Source: an optimization exercise on an open RTL-to-GDS flow (aim: small area, a short achievable clock period and few clock cycles per item). Production flows keep margins and buffers that such runs may drop.

## try-umber
// collision
module collision(clk, rst, data_in_x, data_in_y, data_in_z, collision_detect, done_valid);
For scale: about 34 I/O pins, ~51000 um2 of cells after synthesis.
==> flow/config.mk <==
export PLATFORM = sky130hd
export DESIGN_NAME = collision
export DESIGN_NICKNAME = collision
export VERILOG_FILES = /design/flow/design.v
export SDC_FILE = /design/flow/constraint.sdc
export NUM_CORES = 4
export LEC_CHECK = 0
export CAP_MARGIN = 20
export CORE_MARGIN = 2
export CORE_UTILIZATION = 40
export SETUP_SLACK_MARGIN = 5
export SLEW_MARGIN = 20
==> flow/constraint.sdc <==
create_clock -name core_clock -period 10.0 [get_ports {clk}]
set_input_delay 2.0000 -clock core_clock [delete_from_list [all_inputs] [get_ports {clk}]]
set_output_delay 2.0000 -clock core_clock [all_outputs]
set_load 0.01 [all_outputs]
run.sh (not shown) runs the stock make flow with config.mk's settings and CLKGATE_MAP_FILE= SYNTH_SCRIPT=/design/flow/synth_recipe.tcl, a recipe that flattens the netlist after the stock synthesis.
Here is what was changed in the inputs of try-yarrow compared with try-umber.
-- flow/design.v --
<<< try-umber, line 90
  reg [9:0] amx [0:2], am2 [0:2], bmx [0:2], bm2 [0:2], smx [0:2], sm2 [0:2];
  reg [2:0] ahs, bhs, shs;
  reg [10:0] ra [0:2];        
  wire [2:0] sep_comb;
  genvar g;
>>> try-yarrow, line 90
  reg [9:0] amx [0:2], am2 [0:2], bmx [0:2], bm2 [0:2], smx [0:2], sm2 [0:2];
  reg [2:0] ahs, bhs, shs;
  wire [2:0] sep_comb;
  genvar g;
<<< try-umber, line 136
    wire [11:0] bmx12 = {{2{bmx[g][9]}}, bmx[g]};
    wire [11:0] smx12 = {{2{smx[g][9]}}, smx[g]};
    wire [11:0] ra_n = amx12 - amn;
    always @(posedge clk)
      if (stat_on && idx == 4'd8) ra[g] <= ra_n[10:0];
    wire [11:0] rb1 = add12(bmx12, ~bmn);
    wire [11:0] rm1 = add12(smx12, ~smn);
    wire [11:0] q0 = {1'b0, ra[g]};
    wire [11:0] q1 = rb1;
    wire [11:0] q2 = ~rm1;
    wire [11:0] ts = q0 ^ q1 ^ q2;
    wire [11:0] tc = {((q0[10:0] & q1[10:0]) | (q0[10:0] & q2[10:0]) | (q1[10:0] & q2[10:0])), 1'b1};
    wire [11:0] dsum = add12(ts, tc);
    assign sep_comb[g] = dsum[11];
  end endgenerate
>>> try-yarrow, line 135
    wire [11:0] bmx12 = {{2{bmx[g][9]}}, bmx[g]};
    wire [11:0] smx12 = {{2{smx[g][9]}}, smx[g]};
    wire [11:0] q0 = amx12;
    wire [11:0] q1 = bmx12;
    wire [11:0] q2 = smn;
    wire [11:0] q3 = ~amn;
    wire [11:0] q4 = ~bmn;
    wire [11:0] q5 = ~smx12;
    wire [11:0] t0s = q0 ^ q1 ^ q2;
    wire [11:0] t0c = {((q0[10:0] & q1[10:0]) | (q0[10:0] & q2[10:0]) | (q1[10:0] & q2[10:0])), 1'b1};
    wire [11:0] t1s = q3 ^ q4 ^ q5;
    wire [11:0] t1c = {((q3[10:0] & q4[10:0]) | (q3[10:0] & q5[10:0]) | (q4[10:0] & q5[10:0])), 1'b1};
    wire [11:0] t2s = t0s ^ t0c ^ t1s;
    wire [11:0] t2c = {((t0s[10:0] & t0c[10:0]) | (t0s[10:0] & t1s[10:0]) | (t0c[10:0] & t1s[10:0])), 1'b1};
    wire [11:0] t3s = t2s ^ t2c ^ t1c;
    wire [11:0] t3c = {((t2s[10:0] & t2c[10:0]) | (t2s[10:0] & t1c[10:0]) | (t2c[10:0] & t1c[10:0])), 1'b0};
    wire [11:0] dsum = add12(t3s, t3c);
    assign sep_comb[g] = dsum[11];
  end endgenerate
<<< try-umber, line 348
  wire sepany = statfin && ((sep_comb & fast_use) != 3'd0);
  wire cross_done = (xcnt == 4'd9) && need_y == 9'd0 && need_z == 9'd0 && !v0 && !v1 && !v2;
  reg kneg;                   
  function [9:0] sel3(input [1:0] c, input [29:0] a);
    sel3 = (c == 2'd0) ? a[9:0] : (c == 2'd1) ? a[19:10] : a[29:20];
>>> try-yarrow, line 351
  wire sepany = statfin && ((sep_comb & fast_use) != 3'd0);
  wire cross_done = (xcnt == 4'd9) && need_y == 9'd0 && need_z == 9'd0 && !v0 && !v1 && !v2;
  wire kneg = (sh == 19'h40000);
  function [9:0] sel3(input [1:0] c, input [29:0] a);
    sel3 = (c == 2'd0) ? a[9:0] : (c == 2'd1) ? a[19:10] : a[29:20];
<<< try-umber, line 359
  wire [9:0] nb_ = (~kneg & hsel[1]) ? NEG : sel3(sc, {bm2[2], bm2[1], bm2[0]});
  wire [9:0] nc_ = (~kneg & hsel[2]) ? NEG : sel3(sc, {sm2[2], sm2[1], sm2[0]});
  wire [11:0] xa12 = {{2{xa[9]}}, xa};
  wire [11:0] xb12 = {{2{xb[9]}}, xb};
  wire [11:0] xc12 = {{2{xc[9]}}, xc};
  wire [11:0] na12 = {{2{na_[9]}}, na_};
  wire [11:0] nb12 = {{2{nb_[9]}}, nb_};
  wire [11:0] nc12 = {{2{nc_[9]}}, nc_};
  reg [18:0] sh;
  reg neg, seen, lt;
>>> try-yarrow, line 362
  wire [9:0] nb_ = (~kneg & hsel[1]) ? NEG : sel3(sc, {bm2[2], bm2[1], bm2[0]});
  wire [9:0] nc_ = (~kneg & hsel[2]) ? NEG : sel3(sc, {sm2[2], sm2[1], sm2[0]});
  wire [11:0] xsel = {{2{xa[9]}}, xa} - {{2{na_[9]}}, na_} + {{2{xb[9]}}, xb} - {{2{nb_[9]}}, nb_};
  wire [11:0] ysel = {{2{xc[9]}}, xc} - {{2{nc_[9]}}, nc_};
  reg [18:0] sh;
  reg neg, seen, lt;
<<< try-umber, line 417
            sc <= sc + 2'd1; st_s <= 4'd1;
          end else begin
            sh <= k; neg <= k[18]; kneg <= (k == 19'h40000); st_s <= 4'd5;
          end
        end
        4'd5: begin                              
          xr <= xa12 - na12;
          yr <= xc12 - nc12;
          st_s <= 4'd6;
        end
        4'd6: begin
          xr <= xr + xb12;
          st_s <= 4'd11;
        end
        4'd11: begin
          xr <= xr - nb12;
          acca <= 13'd0; accb <= 13'd0; bc <= 5'd0; seen <= 1'b0; lt <= 1'b0;
          st_s <= 4'd7;
>>> try-yarrow, line 416
            sc <= sc + 2'd1; st_s <= 4'd1;
          end else begin
            sh <= k; neg <= k[18]; st_s <= 4'd5;
          end
        end
        4'd5: begin                              
          xr <= xsel;
          yr <= ysel;
          acca <= 13'd0; accb <= 13'd0; bc <= 5'd0; seen <= 1'b0; lt <= 1'b0;
          st_s <= 4'd7;
Results
- try-yarrow completed every stage of the flow, and the final layout passed the timing, DRC and antenna checks.
- Looking at portion of the layout cell area used by non-clock buffers, try-yarrow sits below try-umber.
- Global-route wire length before repair: try-yarrow vs try-umber down 7.4%
- Number of nets in the layout (lower): try-yarrow
- Of try-yarrow and try-umber, try-umber shows the higher clock skew, with try-yarrow below it.
- Per the comparison of try-yarrow with try-umber, worst setup slack has increased; depth of the most critical reg-to-reg path decreased 2; horizontal extent of the die lost 2.3%; first-iteration DRC count lower.
- Comparing sequential share of layout area for try-yarrow and try-umber, the smaller number came from try-umber.
- Summary — met1 capacity usage during global routing, try-yarrow relative to try-umber: lower, by 1.6 points.
- In try-yarrow relative to try-umber, maximum vdd drop had gone up by more than a quarter.
- Between try-umber and try-yarrow, the flow reports non-clock buffer count decreasing by more than 10%.
No functional check of the RTL was part of any run of this note.

afterwards: timing with drivers on the ports:
How much do the figures lean on ideal ports? The routed layouts below were timed once more, with nothing changed but the port constraints. Step 1: set_driving_cell puts a clkbuf_16 on clk and a buf_2 on each other input, an assumption about the parent block. Step 2 times the ports against the registers' clock, not the clock port: input delays grow and output delays shrink by t, the midpoint of the rising clock arrivals with the driver on. a / b / c = no drivers / after step 1 / after step 2; a / b = the first two.
run | t (ns) | setup WS [ns] | worst hold slack (ns) | worst setup path at the end | worst slew at a driven data input, ns
try-umber | 0.770 | 4.992 / 4.992 / 4.992 | 0.307 / 0.307 / 0.307 | register to register | 0.04
try-yarrow | 0.751 | 5.108 / 5.108 / 5.108 | 0.319 / 0.319 / 0.319 | register to register | 0.05
After both steps setup and hold are still met in every run listed.
